What follows belongs to an exercise in optimizing a design on an open flow for small area, a short achievable clock period and few clock cycles per item; a production flow would make more cautious choices. Function was checked by simulation only, so behaviour that the tests miss may differ from the original.

==> design.v <==
module net_64_33_9_10_16_3(clk, reset, x_data, x_valid, x_ready, y_data, y_valid, y_ready);
   input clk, reset, x_valid, y_ready;
   input signed [15:0] x_data;
   output x_ready, y_valid;
   output signed [15:0] y_data;
   function automatic integer f1(input integer k);
      case (k)
        0: f1 = -1;  1: f1 = 5;   2: f1 = 2;   3: f1 = -4;  4: f1 = 0;
        5: f1 = 4;   6: f1 = -5;  7: f1 = 0;   8: f1 = -5;  9: f1 = -5;
        10: f1 = 1;  11: f1 = -8; 12: f1 = -4; 13: f1 = 7;  14: f1 = 6;
        15: f1 = 0;  16: f1 = 5;  17: f1 = -3; 18: f1 = -6; 19: f1 = -2;
        20: f1 = 2;  21: f1 = 1;  22: f1 = 5;  23: f1 = 2;  24: f1 = -7;
        25: f1 = 3;  26: f1 = -7; 27: f1 = -2; 28: f1 = 5;  29: f1 = 2;
        30: f1 = 7;  31: f1 = -3; 32: f1 = -1;
        default: f1 = 0;
      endcase
   endfunction
   function automatic integer f2(input integer k);
      case (k)
        0: f2 = 1;  1: f2 = 1;  2: f2 = 7;  3: f2 = -2; 4: f2 = 4;
        5: f2 = -1; 6: f2 = 1;  7: f2 = 7;  8: f2 = -7;
        default: f2 = 0;
      endcase
   endfunction
   function automatic integer f3(input integer k);
      case (k)
        0: f3 = 1;  1: f3 = -5; 2: f3 = -8; 3: f3 = -1; 4: f3 = 3;
        5: f3 = 5;  6: f3 = 4;  7: f3 = 5;  8: f3 = -5; 9: f3 = -2;
        default: f3 = 0;
      endcase
   endfunction
   function automatic integer iabs(input integer v);
      iabs = (v < 0) ? -v : v;
   endfunction
   logic [1:0] ocnt;                  
   logic signed [15:0] ob0, ob1;      
   wire adv = !ocnt[1];
   assign x_ready = adv;
   assign y_valid = ocnt[1] | ocnt[0];
   assign y_data = ob0;
   wire accept = x_valid && adv && !reset;
   logic [5:0] cnt;                   
   always_ff @(posedge clk) begin
      if (reset) cnt <= 6'd0;
      else if (accept) cnt <= cnt + 6'd1;
   end
   logic xv, pv1, y1v, pv2, y2v, pv3;
   logic x32, x40, x49, q32, q40, q49, y1_40, y1_49, r40, r49, y2_49, s49;
   always_ff @(posedge clk) begin
      if (reset) begin
         xv <= 1'b0; pv1 <= 1'b0; y1v <= 1'b0; pv2 <= 1'b0; y2v <= 1'b0; pv3 <= 1'b0;
      end else if (adv) begin
         xv <= accept;
         pv1 <= xv;
         y1v <= pv1 && q32;
         pv2 <= y1v;
         y2v <= pv2 && r40;
         pv3 <= y2v;
      end
   end
   always_ff @(posedge clk) begin
      if (adv) begin
         x32 <= cnt[5]; x40 <= cnt >= 6'd40; x49 <= cnt >= 6'd49;
         q32 <= x32; q40 <= x40; q49 <= x49;
         y1_40 <= q40; y1_49 <= q49;
         r40 <= y1_40; r49 <= y1_49;
         y2_49 <= r49;
         s49 <= y2_49;
      end
   end
   logic signed [15:0] xr;
   always_ff @(posedge clk) if (adv) xr <= x_data;
   logic signed [15:0] p1 [1:8];
   logic e1 [1:8];
   genvar m, k;
   generate
      for (m = 1; m <= 8; m = m + 1) begin : gp1
         wire signed [19:0] v = xr * m;
         wire hi = !v[19] && (|v[18:15]);
         wire lo = v[19] && !(&v[18:15]);
         always_ff @(posedge clk) if (adv) begin
            p1[m] <= hi ? 16'sh7fff : lo ? 16'sh8000 : v[15:0];
            e1[m] <= hi || lo || (v[19:15] == 5'b11111 && v[14:0] == 15'd0);
         end
      end
   endgenerate
   logic signed [15:0] a1 [0:31];
   logic [14:0] y1r;
   wire en1 = pv1 && adv;
   wire signed [15:0] s1 [0:32];
   generate
      for (k = 0; k <= 32; k = k + 1) begin : g1
         if (f1(k) == 0) begin : z
            assign s1[k] = a1[k-1];
         end else begin : nz
            tap_s #(.NEG(f1(k) < 0), .FIRST(k == 0)) u(
               .acc(k == 0 ? 16'sd0 : a1[k == 0 ? 0 : k-1]),
               .p(p1[iabs(f1(k))]), .e(e1[iabs(f1(k))]), .s(s1[k]));
         end
         if (k < 32) begin : r
            always_ff @(posedge clk) if (en1) a1[k] <= s1[k];
         end
      end
   endgenerate
   always_ff @(posedge clk) if (adv) y1r <= s1[32][15] ? 15'd0 : s1[32][14:0];
   logic [14:0] p2 [1:8];
   logic e2 [1:8];
   generate
      for (m = 1; m <= 8; m = m + 1) begin : gp2
         if (m == 1 || m == 2 || m == 4 || m == 7) begin : u
            wire [17:0] v = y1r * m;
            always_ff @(posedge clk) if (adv) begin
               p2[m] <= (|v[17:15]) ? 15'h7fff : v[14:0];
               e2[m] <= |v[17:15];
            end
         end
      end
   endgenerate
   logic signed [15:0] a2 [0:7];
   logic [14:0] y2r;
   wire en2 = pv2 && adv;
   wire signed [15:0] s2 [0:8];
   generate
      for (k = 0; k <= 8; k = k + 1) begin : g2
         tap_u #(.NEG(f2(k) < 0), .FIRST(k == 0)) u(
            .acc(k == 0 ? 16'sd0 : a2[k == 0 ? 0 : k-1]),
            .p(p2[iabs(f2(k))]), .e(e2[iabs(f2(k))]), .s(s2[k]));
         if (k < 8) begin : r
            always_ff @(posedge clk) if (en2) a2[k] <= s2[k];
         end
      end
   endgenerate
   always_ff @(posedge clk) if (adv) y2r <= s2[8][15] ? 15'd0 : s2[8][14:0];
   logic [14:0] p3 [1:8];
   logic e3 [1:8];
   generate
      for (m = 1; m <= 8; m = m + 1) begin : gp3
         if (m != 6 && m != 7) begin : u
            wire [17:0] v = y2r * m;
            always_ff @(posedge clk) if (adv) begin
               p3[m] <= (|v[17:15]) ? 15'h7fff : v[14:0];
               e3[m] <= |v[17:15];
            end
         end
      end
   endgenerate
   logic signed [15:0] a3 [0:8];
   wire en3 = pv3 && adv;
   wire signed [15:0] s3 [0:9];
   generate
      for (k = 0; k <= 9; k = k + 1) begin : g3
         tap_u #(.NEG(f3(k) < 0), .FIRST(k == 0)) u(
            .acc(k == 0 ? 16'sd0 : a3[k == 0 ? 0 : k-1]),
            .p(p3[iabs(f3(k))]), .e(e3[iabs(f3(k))]), .s(s3[k]));
         if (k < 9) begin : r
            always_ff @(posedge clk) if (en3) a3[k] <= s3[k];
         end
      end
   endgenerate
   wire signed [15:0] yo = s3[9][15] ? 16'sd0 : s3[9];
   wire push = adv && pv3 && s49;
   wire pop = (ocnt != 2'd0) && y_ready;
   always_ff @(posedge clk) begin
      if (reset) ocnt <= 2'd0;
      else ocnt <= ocnt + {1'b0, push} - {1'b0, pop};
   end
   always_ff @(posedge clk) begin
      if (ocnt == 2'd2) begin
         if (pop) ob0 <= ob1;
      end else if (push) begin
         if (ocnt == 2'd0 || pop) ob0 <= yo;
         else ob1 <= yo;
      end
   end
endmodule
module tap_s #(parameter NEG = 0, parameter FIRST = 0)
   (input signed [15:0] acc, input signed [15:0] p, input e, output signed [15:0] s);
   wire signed [15:0] w = NEG ? ~p : p;
   wire signed [1:0] ci = {1'b0, NEG ? !e : 1'b0};
   generate
      if (FIRST) begin : f
         wire signed [16:0] t = w + ci;
         assign s = t[15:0];       
      end else begin : a
         wire signed [16:0] t = acc + w + ci;
         assign s = (t[16] != t[15]) ? {t[16], {15{!t[16]}}} : t[15:0];
      end
   endgenerate
endmodule
module tap_u #(parameter NEG = 0, parameter FIRST = 0)
   (input signed [15:0] acc, input [14:0] p, input e, output signed [15:0] s);
   generate
      if (FIRST) begin : f
         if (NEG) begin : n
            assign s = ~{1'b0, p} + {15'd0, !e};
         end else begin : q
            assign s = {1'b0, p};
         end
      end else if (NEG) begin : n
         wire signed [16:0] np = {2'b11, ~p};
         wire signed [1:0] ce = {1'b0, !e};
         wire signed [16:0] t = acc + np + ce;
         assign s = (t[16] != t[15]) ? 16'sh8000 : t[15:0];
      end else begin : q
         wire signed [16:0] pp = {2'b00, p};
         wire signed [16:0] t = acc + pp;
         assign s = (t[16] != t[15]) ? 16'sh7fff : t[15:0];
      end
   endgenerate
endmodule
==> run.sh <==
#!/bin/bash
# synth_recipe.tcl (not shown) runs the flow's synth.tcl, then flattens the netlist and writes it again
# the make line also repeats each setting of config.mk as NAME=value (left out here)
make -C /OpenROAD-flow-scripts/flow DESIGN_CONFIG=/design/flow/config.mk WORK_HOME=/design/flow/orfs CLKGATE_MAP_FILE= SYNTH_SCRIPT=/design/flow/synth_recipe.tcl finish
==> config.mk <==
export PLATFORM = sky130hd
export DESIGN_NAME = net_64_33_9_10_16_3
export DESIGN_NICKNAME = net_64_33_9_10_16_3
export VERILOG_FILES = /design/flow/design.v
export SDC_FILE = /design/flow/constraint.sdc
export NUM_CORES = 4
export LEC_CHECK = 0
export CAP_MARGIN = 20
export CORE_MARGIN = 2
export CORE_UTILIZATION = 40
export PLACE_DENSITY = 0.6
export SETUP_SLACK_MARGIN = 5
export SLEW_MARGIN = 20
==> constraint.sdc <==
create_clock -name core_clock -period 9.0 [get_ports {clk}]
set_input_delay 1.8000 -clock core_clock [delete_from_list [all_inputs] [get_ports {clk}]]
set_output_delay 1.8000 -clock core_clock [all_outputs]
set_load 0.01 [all_outputs]
==> reports/metrics.yaml, run 1 <==
yosys:
  ys.flop_type: "edfxtp_1"
  synth-xor-area-share_pct: 5.58
  netlist_instances: 7810
  ys_top_cells_by_count: "1149 x edfxtp_1, 864 x ha_1, 580 x a21oi_1"
  synth_most_common_cell: "edfxtp_1"
  synth_compound_area_share_pct: 19.3
  synth_top_area_share_pct: 42.0
  yosys.area.top_type: "edfxtp_1"
  yosys_warnings: 19
  synth_fa_ha_area_share_pct: 16.0
  synth_top_family_by_area: "compound AO/OA/AOI/OAI gates"
  muxShareOfSynthArea_pct: 0.590
  synth_seq_area_share_pct: 42.4
  synth_seq_cells: 1163
  async_flop_share_pct: 0
  synth_cell_types: 118
  synth_area_leaders: "edfxtp_1 42%, ha_1 13%, a21oi_1 3.5%"
  synth_simple_gate_area_share_pct: 12.6
  synthesis.area_mm2: 0.0821
  synth-edff-count: 1149
  avgSynthCellArea_um2: 10.5
drt:
  drtAntennaViolNets: 0
  routed_wl_um: 232000
  dr.first_iter.drc_count: 4967
  drc: 0
  routedWlPerCell_um: 21.5
  post_drt_via_cell_ratio: 5.69
  firstDrtPassIters: 6
  vias: 61400
sta:
  whs_ns: 0.416
  period_minus_slack_ns: 3.93
  hold_viol: 0
  worstMarginPinSlew_ns: 1.10
  grt_setup_unrepaired: "yes"
  setup_viol: 0
  tns_ns: 0
  finalCritPeriodShare_pct: 43.6
  final_max_slew_viol_count: 0
  setup_ws_ns: 5.07
  clock_skew_ns: 0.0426
  relSlewSlack_pct: 26.2
  clock.fmax_ghz: 0.255
placement:
  place_inst: 10400
  place_area_mm2: 0.0855
  io_buffers: 36
  post-place-ws_ns: 4.28
  dp.final_hpwl_um: 175000
  finalWeightedCongestion: 0.929
clock_tree:
  cts_hold_buf: 0
  clockRootBuffer: "clkbuf_16"
  cts_buffer_depth: 3
  clk_latency_ns: 0.82
  htree_levels: 4
  path_clk_slew_ns: 0.06
  cts_buffers: 140
  cts_tree: "built"
  cts.sink_count: 1163
grt:
  grt_pass1_wl_um: 352000
  grt_max_degree: 165
  grt.overflow.total: 0
  antenna_found_initial: 9
  grt_use_total_pct: 21.7
  first_global_vias: 59700
flow_run:
  maxCapViolCount: 0
finish:
  fin_util_pct: 44.9
  syn_to_final_growth_pct: 11.7
  fillers: 19200
  final_area_mm2: 0.0917
  multi_input_area_mm2: 0.0452
  seq_area_mm2: 0.0348
  drive_gt1_share_pct: 8.34
  instances_no_fill: 10800
  finalNetCount: 8972
hold_path:
  hold_path.class: "reg2reg"
worst_setup_path:
  crit_type: "reg2reg"
  worst_setup_path_end_kind: "flop"
  arrival_ns: 4.47
  start_kind: "flop"
  required_ns: 9.55
  path_max_fanout: 15
floorplan:
  dieArea_mm2: 0.209
  die_x_um: 457
  start_util_pct: 40.2
  rows: 166
  fp.dieH_um: 457
  core_area_mm2: 0.204
  ios: 38
outcome:
  status: "finished clean"
## path summary, 6_finish.rpt
check | slack (ns) | depth (start not counted) | startpoint | to
worst max-delay path | 5.07 | 10 | p1[3][1]$_SDFFCE_PP1N_ | a1[31][1]$_DFFE_PP_
worst min register to register | 0.42 | 0 | a1[3][2]$_DFFE_PP_ | a1[4][2]$_DFFE_PP_
worst min-delay path | 0.42 | 0 | a1[3][2]$_DFFE_PP_ | a1[4][2]$_DFFE_PP_
worst max register to register | 5.07 | 10 | p1[3][1]$_SDFFCE_PP1N_ | a1[31][1]$_DFFE_PP_
## layer usage
metal,GRT usage (%),part of all wire (%)
met1,28.1,43
met2,36.0,47
met5,0,0.025
met3,2.95,5.1
met4,9.98,4.8
## sequential cells by signal, summed over array words and instances, names as in the netlist, 16 cells and up
name,count
p3,86
a3,143
a1,512
p2,58
xr,16
a2,127
p1,125
## worst max-delay path, stage by stage (launching register included)
cell and delay [ns]:
edfxtp_1 0.67, inv_1 0.32, ha_1 0.35, nor2b_1 0.14, o31a_1 0.28, o311ai_1 0.40
a21oi_1 0.17, a21o_1 0.23, a21oi_1 0.32, o311ai_4 0.28, a31oi_1 0.52
## timing repair
item,CTS,global route
resized for setup,58,90
endpoints found under the hold margin,0,0
endpoints found under the setup margin,300,405
setup buffers,42,63
pin swaps,4,27
gates cloned,1,2
## area by class of cell
cell class,count,area share [%]
tap,2688,3.67
multi-input combinational,5926,49.3
antenna,1,0.00273
clock inverter,94,0.962
sequential,1163,37.9
inverter,572,2.36
clock buffer,158,3.92
timing repair buffer,190,1.82
## cell families after synthesis
kind of cell               after synthesis
buffers and inverters                  724
and+or+nand+nor                       2019
xor gates and xnor gates               521
muxes                                   46
adders and majority gates             1002
AOI/OAI and AO/OA                     2334
DFF                                   1163
other                                    1
## cell usage in the layout, fill, tap and decap left out, drive strengths merged, types with 184 or more instances in the layout
master	count
o21a	184
nand2	494
nor2	380
a21oi	585
ha	864
xnor2	296
nor3	188
o21ai	455
a21o	205
inv	576
o211ai	190
xor2	225
edfxtp	1149
Testbench counts, summed over its fixed seeds: cycles 4,152, vectors 64.
==> run 2, diff against run 1 <==
--- a/design.v
+++ b/design.v
@@ -32,12 +32,12 @@
    function automatic integer iabs(input integer v);
       iabs = (v < 0) ? -v : v;
    endfunction
-   logic [1:0] ocnt;                  
-   logic signed [15:0] ob0, ob1;      
-   wire adv = !ocnt[1];
-   assign x_ready = adv;
-   assign y_valid = ocnt[1] | ocnt[0];
-   assign y_data = ob0;
+   logic ne, fu, xrdy, yv;
+   logic [14:0] ob0, ob1;             
+   wire adv = !fu;
+   assign x_ready = xrdy;
+   assign y_valid = yv;
+   assign y_data = {1'b0, ob0};
    wire accept = x_valid && adv && !reset;
    logic [5:0] cnt;                   
    always_ff @(posedge clk) begin
@@ -75,7 +75,18 @@
    genvar m, k;
    generate
       for (m = 1; m <= 8; m = m + 1) begin : gp1
-         wire signed [19:0] v = xr * m;
+         wire signed [19:0] xe = xr;
+         wire signed [19:0] v;
+         if (m == 3 || m == 6) begin : a3
+            wire signed [19:0] t3 = xe + (xe <<< 1);
+            assign v = t3 <<< (m / 3 - 1);
+         end else if (m == 5) begin : a5
+            assign v = xe + (xe <<< 2);
+         end else if (m == 7) begin : a7
+            assign v = (xe <<< 3) - xe;
+         end else begin : sh
+            assign v = xe <<< $clog2(m);
+         end
          wire hi = !v[19] && (|v[18:15]);
          wire lo = v[19] && !(&v[18:15]);
          always_ff @(posedge clk) if (adv) begin
@@ -108,7 +119,17 @@
    generate
       for (m = 1; m <= 8; m = m + 1) begin : gp2
          if (m == 1 || m == 2 || m == 4 || m == 7) begin : u
-            wire [17:0] v = y1r * m;
+            wire [17:0] ye = y1r;
+            wire [17:0] v;
+            if (m == 3) begin : a3
+               assign v = ye + (ye << 1);
+            end else if (m == 5) begin : a5
+               assign v = ye + (ye << 2);
+            end else if (m == 7) begin : a7
+               assign v = (ye << 3) - ye;
+            end else begin : sh
+               assign v = ye << $clog2(m);
+            end
             always_ff @(posedge clk) if (adv) begin
                p2[m] <= (|v[17:15]) ? 15'h7fff : v[14:0];
                e2[m] <= |v[17:15];
@@ -136,7 +157,17 @@
    generate
       for (m = 1; m <= 8; m = m + 1) begin : gp3
          if (m != 6 && m != 7) begin : u
-            wire [17:0] v = y2r * m;
+            wire [17:0] ye = y2r;
+            wire [17:0] v;
+            if (m == 3) begin : a3
+               assign v = ye + (ye << 1);
+            end else if (m == 5) begin : a5
+               assign v = ye + (ye << 2);
+            end else if (m == 7) begin : a7
+               assign v = (ye << 3) - ye;
+            end else begin : sh
+               assign v = ye << $clog2(m);
+            end
             always_ff @(posedge clk) if (adv) begin
                p3[m] <= (|v[17:15]) ? 15'h7fff : v[14:0];
                e3[m] <= |v[17:15];
@@ -157,18 +188,23 @@
          end
       end
    endgenerate
-   wire signed [15:0] yo = s3[9][15] ? 16'sd0 : s3[9];
+   wire [14:0] yo = s3[9][15] ? 15'd0 : s3[9][14:0];
    wire push = adv && pv3 && s49;
-   wire pop = (ocnt != 2'd0) && y_ready;
-   always_ff @(posedge clk) begin
-      if (reset) ocnt <= 2'd0;
-      else ocnt <= ocnt + {1'b0, push} - {1'b0, pop};
-   end
-   always_ff @(posedge clk) begin
-      if (ocnt == 2'd2) begin
+   wire pop = ne && y_ready;
+   wire ne_n = fu || push || (ne && !pop);
+   wire fu_n = fu ? !pop : (ne && push && !pop);
+   always_ff @(posedge clk) begin
+      if (reset) begin
+         ne <= 1'b0; fu <= 1'b0; xrdy <= 1'b1; yv <= 1'b0;
+      end else begin
+         ne <= ne_n; fu <= fu_n; xrdy <= !fu_n; yv <= ne_n;
+      end
+   end
+   always_ff @(posedge clk) begin
+      if (fu) begin
          if (pop) ob0 <= ob1;
       end else if (push) begin
-         if (ocnt == 2'd0 || pop) ob0 <= yo;
+         if (!ne || pop) ob0 <= yo;
          else ob1 <= yo;
       end
    end
@@ -182,7 +218,10 @@
          wire signed [16:0] t = w + ci;
          assign s = t[15:0];       
       end else begin : a
-         wire signed [16:0] t = acc + w + ci;
+         wire signed [17:0] aa = {acc[15], acc, 1'b1};
+         wire signed [17:0] ww = {w[15], w, ci[0]};
+         wire signed [17:0] tt = aa + ww;
+         wire signed [16:0] t = tt[17:1];
          assign s = (t[16] != t[15]) ? {t[16], {15{!t[16]}}} : t[15:0];
       end
    endgenerate
@@ -197,9 +236,10 @@
             assign s = {1'b0, p};
          end
       end else if (NEG) begin : n
-         wire signed [16:0] np = {2'b11, ~p};
-         wire signed [1:0] ce = {1'b0, !e};
-         wire signed [16:0] t = acc + np + ce;
+         wire signed [17:0] aa = {acc[15], acc, 1'b1};
+         wire signed [17:0] np = {2'b11, ~p, !e};
+         wire signed [17:0] tt = aa + np;
+         wire signed [16:0] t = tt[17:1];
          assign s = (t[16] != t[15]) ? 16'sh8000 : t[15:0];
       end else begin : q
          wire signed [16:0] pp = {2'b00, p};
==> run 2 against run 1 <==
Effect of this change: still clean; die area fell by 3.7%; setup slack improved by 0.046 ns; routed wire length fell by 0.89%; critical path type unchanged.
==> reports/metrics.yaml, run 2 <==
outcome:
  status: "finished clean"
worst_setup_path:
  crit_type: "reg2reg"
  path_common_cell: "a21oi_1"
  path_cells: "ha_1 -> nor2b_1 -> a31oi_1 -> a21oi_1 -> a311o_1 -> a221oi_1 -> xnor2_1 -> nand2_1 -> a21oi_1"
  max_stage_delay_ns: 0.83  # +0.16 ns
  cp_top_family: "compound AO/OA/AOI/OAI gates"
  critPathBufInv: 0  # -1
  start_kind: "flop"
  slowest_stage: "edfxtp_1"
  worst_setup_path_end_kind: "flop"
  arrival_ns: 4.52  # +0.05 ns
  required_ns: 9.64  # +0.09 ns
  path_max_fanout: 11  # -4
floorplan:
  dieArea_mm2: 0.201  # -3.7%
  fp.dieH_um: 448  # -1.9%
  rows: 163  # -1.8%
  die_x_um: 448  # -1.9%
  start_util_pct: 40.2  # about the same
  core_area_mm2: 0.197  # -3.7%
  ios: 38  # unchanged
grt:
  grt.overflow.total: 0  # unchanged
  grt_pass1_wl_um: 345000  # -1.9%
  antenna_found_initial: 9  # unchanged
  grt_use_total_pct: 22.6  # +0.92 points
  grt_max_degree: 169  # +2.4%
  first_global_vias: 56800  # -4.8%
flow_run:
  maxCapViolCount: 0  # unchanged
yosys:
  synth_top_family_by_area: "compound AO/OA/AOI/OAI gates"
  synth_cell_types: 104  # -12%
  ys_top_cells_by_count: "1149 x edfxtp_1, 829 x ha_1, 681 x a21oi_1"
  synth_area_leaders: "edfxtp_1 44%, ha_1 13%, a21oi_1 4.3%"
  avgSynthCellArea_um2: 10.5  # -0.23%
  synth_top_area_share_pct: 43.7  # +1.6 points
  muxShareOfSynthArea_pct: 0.363  # -0.23 points
  synth_seq_area_share_pct: 44.0  # +1.7 points
  synth_simple_gate_area_share_pct: 11.5  # -1.2 points
  yosys_warnings: 19  # unchanged
  synth_compound_area_share_pct: 18.0  # -1.3 points
  netlist_instances: 7537  # -3.5%
  async_flop_share_pct: 0  # unchanged
  synth_fa_ha_area_share_pct: 15.9  # -0.12 points
  synth-edff-count: 1149  # unchanged
  ys.flop_type: "edfxtp_1"
  yosys.area.top_type: "edfxtp_1"
  synth-xor-area-share_pct: 6.76  # +1.2 points
  synth_seq_cells: 1164  # +0.086%
  synthesis.area_mm2: 0.0790  # -3.7%
  synth_most_common_cell: "edfxtp_1"
sta:
  worstMarginPinSlew_ns: 1.16  # +0.0639 ns
  period_minus_slack_ns: 3.88  # -0.0459 ns
  tns_ns: 0  # unchanged
  grt_setup_unrepaired: "yes"
  clock_skew_ns: 0.0515  # +0.00892 ns
  setup_viol: 0  # unchanged
  relSlewSlack_pct: 22.6  # -3.6 points
  finalCritPeriodShare_pct: 43.1  # -0.51 points
  hold_viol: 0  # unchanged
  final_max_slew_viol_count: 0  # unchanged
  clock.fmax_ghz: 0.258  # +1.2%
clock_tree:
  cts_hold_buf: 0  # unchanged
  cts_buffer_depth: 3  # unchanged
  cts_tree: "built"
  cts_buffers: 142  # +1.4%
  cts.sink_count: 1164  # +0.086%
  clk_latency_ns: 0.82  # about the same
  htree_levels: 4  # unchanged
  clockRootBuffer: "clkbuf_16"
  path_clk_slew_ns: 0.06  # about the same
drt:
  vias: 58400  # -4.9%
  drtAntennaViolNets: 0  # unchanged
  post_drt_via_cell_ratio: 5.60  # -1.5%
  dr.first_iter.drc_count: 4965  # -0.040%
  routedWlPerCell_um: 22.1  # +2.7%
  firstDrtPassIters: 7  # +1
  routed_wl_um: 230000  # -0.89%
  drc: 0  # unchanged
finish:
  layout_common_cells: "1149 x edfxtp_1, 829 x ha_1, 678 x a21oi_1"
  drive_gt1_share_pct: 6.46  # -1.9 points
  largest-register: "a1"
  finalNetCount: 8556  # -4.6%
  reg_top3: "a1 x512, a3 x143, a2 x127"
  largest_register_ffs: 512  # unchanged
  layout_commonest_cell: "edfxtp_1"
  syn_to_final_growth_pct: 11.0
placement:
  dp.final_hpwl_um: 174000  # -0.73%
  finalWeightedCongestion: 0.939  # +1.1%
  io_buffers: 36  # unchanged
hold_path:
  hold_path.class: "reg2reg"
==> run 2: worst register-to-register path: cells and delay by family, from the launching register on <==
kind                     cells  cell delay (ns)
adder cells (fa/ha/maj)      1             0.40
AND/OR/NAND/NOR              2             0.56
flip-flops                   1             0.83
AO/OA/AOI/OAI                5             1.53
XOR/XNOR                     1             0.38
==> run 2: repair_timing <==
item                       4_1_cts  5_1_grt
gates cloned                     0        1
resized for setup                8       38
setup endpoints to repair       83      253
pin swaps                        0        1
buffers inserted                11       26
==> run 2: cells by family (layout without fill, tap and decap cells) <==
logic type / count (synthesis) / count (layout)
adder cells (fa/ha/maj): 997 / 997
AO/OA/AOI/OAI: 2192 / 2192
XOR/XNOR: 609 / 609
flip-flops: 1164 / 1164
AND/OR/NAND/NOR: 1854 / 1854
multiplexers: 27 / 27
buffers and inverters: 693 / 928
other: 1 / 6
==> run 2: metal layers <==
layer	GRT usage, %	part of all wire [%]
met3	3.03	5.2
met2	37.5	47
met5	0	0.0056
met1	29.8	44
met4	9.17	4.1
==> run 2: layout make-up <==
type	instances	area [um2]
antenna	4	10.0
clock buffer	169	3720
clock inverter	88	1010
fill	18400	109000
inverter	560	2120
multi-input combinational	5681	41700
sequential	1164	34800
tap	2640	3300
timing repair buffer	110	991
timing repair inverter	1	5.00
==> run 2: stage by stage <==
step                      std cells  setup slack, ns  area (um2)  hold WS (ns)  util, %
after global routing          10400             4.96       87700         0.412     44.6
after CTS                     10400             4.99       87300         0.410     44.3
after global placement        10100             4.76       82400         0.400     41.9
after detailed placement      10100             4.76       82400         0.405     41.9
after floorplan                7538            0.554       79000         0.400        -
final                         10400             5.12       87700         0.402     44.6
==> run 2: path summary, 6_finish.rpt <==
kind | startpoint | to | slack (ns) | cells past startpoint
setup reg to reg | p1[5][2]$_SDFFCE_PP1N_ | a1[16][11]$_DFFE_PP_ | 5.12 | 9
hold reg to reg | a1[3][4]$_DFFE_PP_ | a1[4][4]$_DFFE_PP_ | 0.40 | 0
hold / removal | a1[3][4]$_DFFE_PP_ | a1[4][4]$_DFFE_PP_ | 0.40 | 0
setup / recovery | p1[5][2]$_SDFFCE_PP1N_ | a1[16][11]$_DFFE_PP_ | 5.12 | 9
Testbench counts of run 2, summed over its fixed seeds: cycles 4,152, vectors 64.
==> run 3, diff against run 2 <==
--- a/design.v
+++ b/design.v
@@ -211,40 +211,48 @@
 endmodule
 module tap_s #(parameter NEG = 0, parameter FIRST = 0)
    (input signed [15:0] acc, input signed [15:0] p, input e, output signed [15:0] s);
-   wire signed [15:0] w = NEG ? ~p : p;
-   wire signed [1:0] ci = {1'b0, NEG ? !e : 1'b0};
+   wire [15:0] b = NEG ? ~p : p;
+   wire ci = NEG ? !e : 1'b0;
    generate
       if (FIRST) begin : f
-         wire signed [16:0] t = w + ci;
-         assign s = t[15:0];       
+         assign s = b + {15'd0, ci};    
       end else begin : a
-         wire signed [17:0] aa = {acc[15], acc, 1'b1};
-         wire signed [17:0] ww = {w[15], w, ci[0]};
-         wire signed [17:0] tt = aa + ww;
-         wire signed [16:0] t = tt[17:1];
-         assign s = (t[16] != t[15]) ? {t[16], {15{!t[16]}}} : t[15:0];
+         satadd u(.a(acc), .b(b), .ci(ci), .s(s));
       end
    endgenerate
 endmodule
 module tap_u #(parameter NEG = 0, parameter FIRST = 0)
    (input signed [15:0] acc, input [14:0] p, input e, output signed [15:0] s);
+   wire [15:0] b = NEG ? {1'b1, ~p} : {1'b0, p};
+   wire ci = NEG ? !e : 1'b0;
    generate
       if (FIRST) begin : f
-         if (NEG) begin : n
-            assign s = ~{1'b0, p} + {15'd0, !e};
-         end else begin : q
-            assign s = {1'b0, p};
-         end
-      end else if (NEG) begin : n
-         wire signed [17:0] aa = {acc[15], acc, 1'b1};
-         wire signed [17:0] np = {2'b11, ~p, !e};
-         wire signed [17:0] tt = aa + np;
-         wire signed [16:0] t = tt[17:1];
-         assign s = (t[16] != t[15]) ? 16'sh8000 : t[15:0];
-      end else begin : q
-         wire signed [16:0] pp = {2'b00, p};
-         wire signed [16:0] t = acc + pp;
-         assign s = (t[16] != t[15]) ? 16'sh7fff : t[15:0];
-      end
-   endgenerate
-endmodule
+         assign s = b + {15'd0, ci};
+      end else begin : a
+         satadd u(.a(acc), .b(b), .ci(ci), .s(s));
+      end
+   endgenerate
+endmodule
+module satadd(input [15:0] a, input [15:0] b, input ci, output [15:0] s);
+   wire [15:0] g = a & b;
+   wire [15:0] q = a ^ b;
+   wire [16:0] c;
+   assign c[0] = ci;
+   genvar k;
+   generate
+      for (k = 0; k < 4; k = k + 1) begin : blk
+         wire [3:0] gg = g[4*k +: 4];
+         wire [3:0] pp = q[4*k +: 4];
+         wire cb = c[4*k];
+         assign c[4*k+1] = gg[0] | (pp[0] & cb);
+         assign c[4*k+2] = gg[1] | (pp[1] & gg[0]) | (pp[1] & pp[0] & cb);
+         assign c[4*k+3] = gg[2] | (pp[2] & gg[1]) | (pp[2] & pp[1] & gg[0])
+                           | (pp[2] & pp[1] & pp[0] & cb);
+         assign c[4*k+4] = gg[3] | (pp[3] & gg[2]) | (pp[3] & pp[2] & gg[1])
+                           | (pp[3] & pp[2] & pp[1] & gg[0]) | (&pp & cb);
+      end
+   endgenerate
+   wire [15:0] sum = q ^ c[15:0];
+   wire ovf = (a[15] == b[15]) && (sum[15] != a[15]);
+   assign s = ovf ? {a[15], {15{!a[15]}}} : sum;
+endmodule
==> run 3 against run 2 <==
Effect of this change: first-iteration DRC count down 16%; critical path depth up 1; critical path type unchanged; worst hold slack about the same; fmax up 0.24%; cell count down 11%; still clean on timing, DRC and antenna; non-clock buffer count up 4; cell area down 6.4%; critical endpoint is now a1[31][12]$_DFFE_PP_; area after synthesis down 6.2%.
==> reports/metrics.yaml, run 3 <==
clock_tree:
  htree_levels: 4  # unchanged
  clockRootBuffer: "clkbuf_16"
  cts_buffer_depth: 3  # unchanged
  path_clk_slew_ns: 0.06  # about the same
  clk_latency_ns: 0.77  # -0.05 ns
  cts_buffers: 134  # -5.6%
  cts_hold_buf: 0  # unchanged
  cts.sink_count: 1162  # -0.17%
  cts_tree: "built"
drt:
  drc: 0  # unchanged
  routedWlPerCell_um: 21.5  # -2.7%
  firstDrtPassIters: 5  # -2
  post_drt_via_cell_ratio: 5.49  # -2.1%
  vias: 50700  # -13%
  routed_wl_um: 198000  # -14%
  dr.first_iter.drc_count: 4172  # -16%
  drtAntennaViolNets: 0  # unchanged
worst_setup_path:
  start_kind: "flop"
  required_ns: 9.42  # -0.22 ns
  arrival_ns: 4.29  # -0.23 ns
  path_max_fanout: 4  # -7
  worst_setup_path_end_kind: "flop"
  worstReg2RegStart: "p1[3][0]$_SDFFCE_PP1N_"
  r2r-end: "a1[31][12]$_DFFE_PP_"
  rrSetupSlack_ns: 5.13  # about the same
  crit_type: "reg2reg"
  r2r_cells: 10  # +1
  startpoint: "p1[3][0]$_SDFFCE_PP1N_"
  endpoint: "a1[31][12]$_DFFE_PP_"
grt:
  grt_max_degree: 169  # unchanged
  antenna_found_initial: 10  # +1
  first_global_vias: 50100  # -12%
  grt_pass1_wl_um: 300000  # -13%
  grt_use_total_pct: 20.9  # -1.7 points
  grt.overflow.total: 0  # unchanged
yosys:
  avgSynthCellArea_um2: 11.3  # +8.1%
  synth_top_family_by_area: "adder cells"
  synth-edff-count: 1147  # -0.17%
  synth_simple_gate_area_share_pct: 9.48  # -2.0 points
  synth_compound_area_share_pct: 15.3  # -2.7 points
  ys.flop_type: "edfxtp_1"
  synth_area_leaders: "edfxtp_1 46%, ha_1 14%, fa_1 4.9%"
  yosys.area.top_type: "edfxtp_1"
  yosys_warnings: 19  # unchanged
  synth_seq_cells: 1162  # -0.17%
  muxShareOfSynthArea_pct: 0.0946  # -0.27 points
  ys_top_cells_by_count: "1147 x edfxtp_1, 805 x ha_1, 564 x inv_1"
  synth-xor-area-share_pct: 5.79  # -0.97 points
  synth_top_area_share_pct: 46.5  # +2.8 points
  synth_fa_ha_area_share_pct: 18.8  # +2.9 points
  synth_cell_types: 100  # -3.8%
  synthesis.area_mm2: 0.0741  # -6.2%
  synth_most_common_cell: "edfxtp_1"
  netlist_instances: 6537  # -13%
  async_flop_share_pct: 0  # unchanged
  synth_seq_area_share_pct: 46.9  # +2.8 points
finish:
  largest_register_ffs: 512  # unchanged
  finalNetCount: 7670  # -10%
  reg_top3: "a1 x512, a3 x143"
  layout_common_cells: "1147 x edfxtp_1, 805 x ha_1, 563 x inv_1"
  drive_gt1_share_pct: 6.04  # -0.41 points
  final_area_mm2: 0.0821  # -6.4%
  fin_util_pct: 44.8  # +0.19 points
  layout_commonest_cell: "edfxtp_1"
  instances_no_fill: 9232  # -11%
  syn_to_final_growth_pct: 10.8
  largest-register: "a1"
sta:
  relSlewSlack_pct: 23.9  # +1.3 points
  tns_ns: 0  # unchanged
  setup_viol: 0  # unchanged
  final_max_slew_viol_count: 0  # unchanged
  hold_viol: 0  # unchanged
  whs_ns: 0.403  # +0.000229 ns
  clock.fmax_ghz: 0.258  # +0.24%
  finalCritPeriodShare_pct: 43.0  # -0.10 points
  grt_setup_unrepaired: "yes"
  period_minus_slack_ns: 3.87  # -0.00941 ns
  worstMarginPinSlew_ns: 1.14  # -0.0191 ns
  clock_skew_ns: 0.0338  # -0.0177 ns
  setup_ws_ns: 5.13  # +0.00941 ns
floorplan:
  rows: 157  # -3.7%
  ios: 38  # unchanged
  dieArea_mm2: 0.189  # -6.2%
  fp.dieH_um: 434  # -3.1%
  start_util_pct: 40.4  # +0.23 points
  die_x_um: 434  # -3.1%
  core_area_mm2: 0.183  # -6.8%
hold_path:
  min_from: "a1[3][2]$_DFFE_PP_"
  hold_path.class: "reg2reg"
placement:
  post-place-ws_ns: 4.64  # -0.120 ns
  io_buffers: 36  # unchanged
  finalWeightedCongestion: 0.913  # -2.7%
  place_area_mm2: 0.0774  # -6.1%
  dp.final_hpwl_um: 149000  # -14%
  place_inst: 8953  # -12%
outcome:
  status: "finished clean"
flow_run:
  maxCapViolCount: 0  # unchanged
-- run 3: what timing repair did --
action,in CTS,in global routing
resized for setup,4,10
setup endpoints to repair,50,172
setup buffers,8,30
pin swaps,0,1
-- run 3: how the worst min path moves through the flow --
stage	depth (start not counted)	end
6_report	0	a1[4][2]$_DFFE_PP_
5_1_grt	0	a1[15][7]$_DFFE_PP_
3_5_place_dp	0	a1[15][7]$_DFFE_PP_
4_1_cts	0	a1[4][2]$_DFFE_PP_
2_1_floorplan	0	a1[15][0]$_DFFE_PP_
3_3_place_gp	0	a1[4][1]$_DFFE_PP_
-- run 3: critical path, cell delays in order (launching register included) --
cell and delay [ns]:
edfxtp_1 0.54, inv_1 0.13, ha_1 0.28, nor2b_1 0.14
o2111a_1 0.27, nor3_2 0.20, o21ai_1 0.18, a31oi_1 0.29
nor2b_1 0.22, fa_1 0.46, o21ai_0 0.82
-- run 3: kinds of logic after synthesis --
group                      Yosys count
buffers and inverters              693
other                                1
muxes                                7
AOI/OAI and AO/OA                 1747
xor gates and xnor gates           490
and+or+nand+nor                   1430
adders and majority gates         1007
DFF                               1162
-- run 3: cell type report --
class | count | area, um2
clock buffer | 170 | 3620
multi-input combinational | 4682 | 36800
antenna | 1 | 2.50
tap | 2464 | 3080
timing repair buffer | 114 | 996
fill | 17000 | 101000
inverter | 569 | 2140
clock inverter | 70 | 778
sequential | 1162 | 34700
-- run 3: routing by layer --
| metal | track usage, % | part of all wire [%] |
|---|---|---|
| met5 | 0 | 0.0066 |
| met4 | 8.66 | 4.3 |
| met3 | 2.80 | 4.8 |
| met2 | 34.8 | 47 |
| met1 | 27.6 | 44 |
Testbench counts of run 3, summed over its fixed seeds: cycles 4,152, vectors 64.

-- re-timing with driven ports --
In the flow no input, the clock included, has a driving cell. The finished layouts below were timed again as built, in two steps.
Step 1 sets driving cells, clkbuf_16 on the clock port and buf_2 on the other inputs (assumed; they add their load-dependent delay and slew).
Step 2 moves the port delays by t, midway between the first and last clock arrival at a register: inputs arrive t later, outputs are due t later. That takes back most of the time a late clock gives input paths.
Three values: no drivers, after step 1, after step 2; two values: the first two.
run | t, ns | slack for setup (ns) | hold WS [ns] | latest minus earliest clock arrival (ns) | worst data-port slew with drivers (ns)
run 1 | 0.883 | 5.075 / 5.075 / 5.075 | 0.416 / 0.416 / 0.416 | 0.045 / 0.045 | 0.04
run 2 | 0.889 | 5.121 / 5.121 / 5.121 | 0.402 / 0.402 / 0.402 | 0.060 / 0.059 | 0.09
run 3 | 0.837 | 5.130 / 5.130 / 5.130 | 0.403 / 0.403 / 0.403 | 0.035 / 0.034 | 0.05
After both steps setup and hold are still met in every run listed.
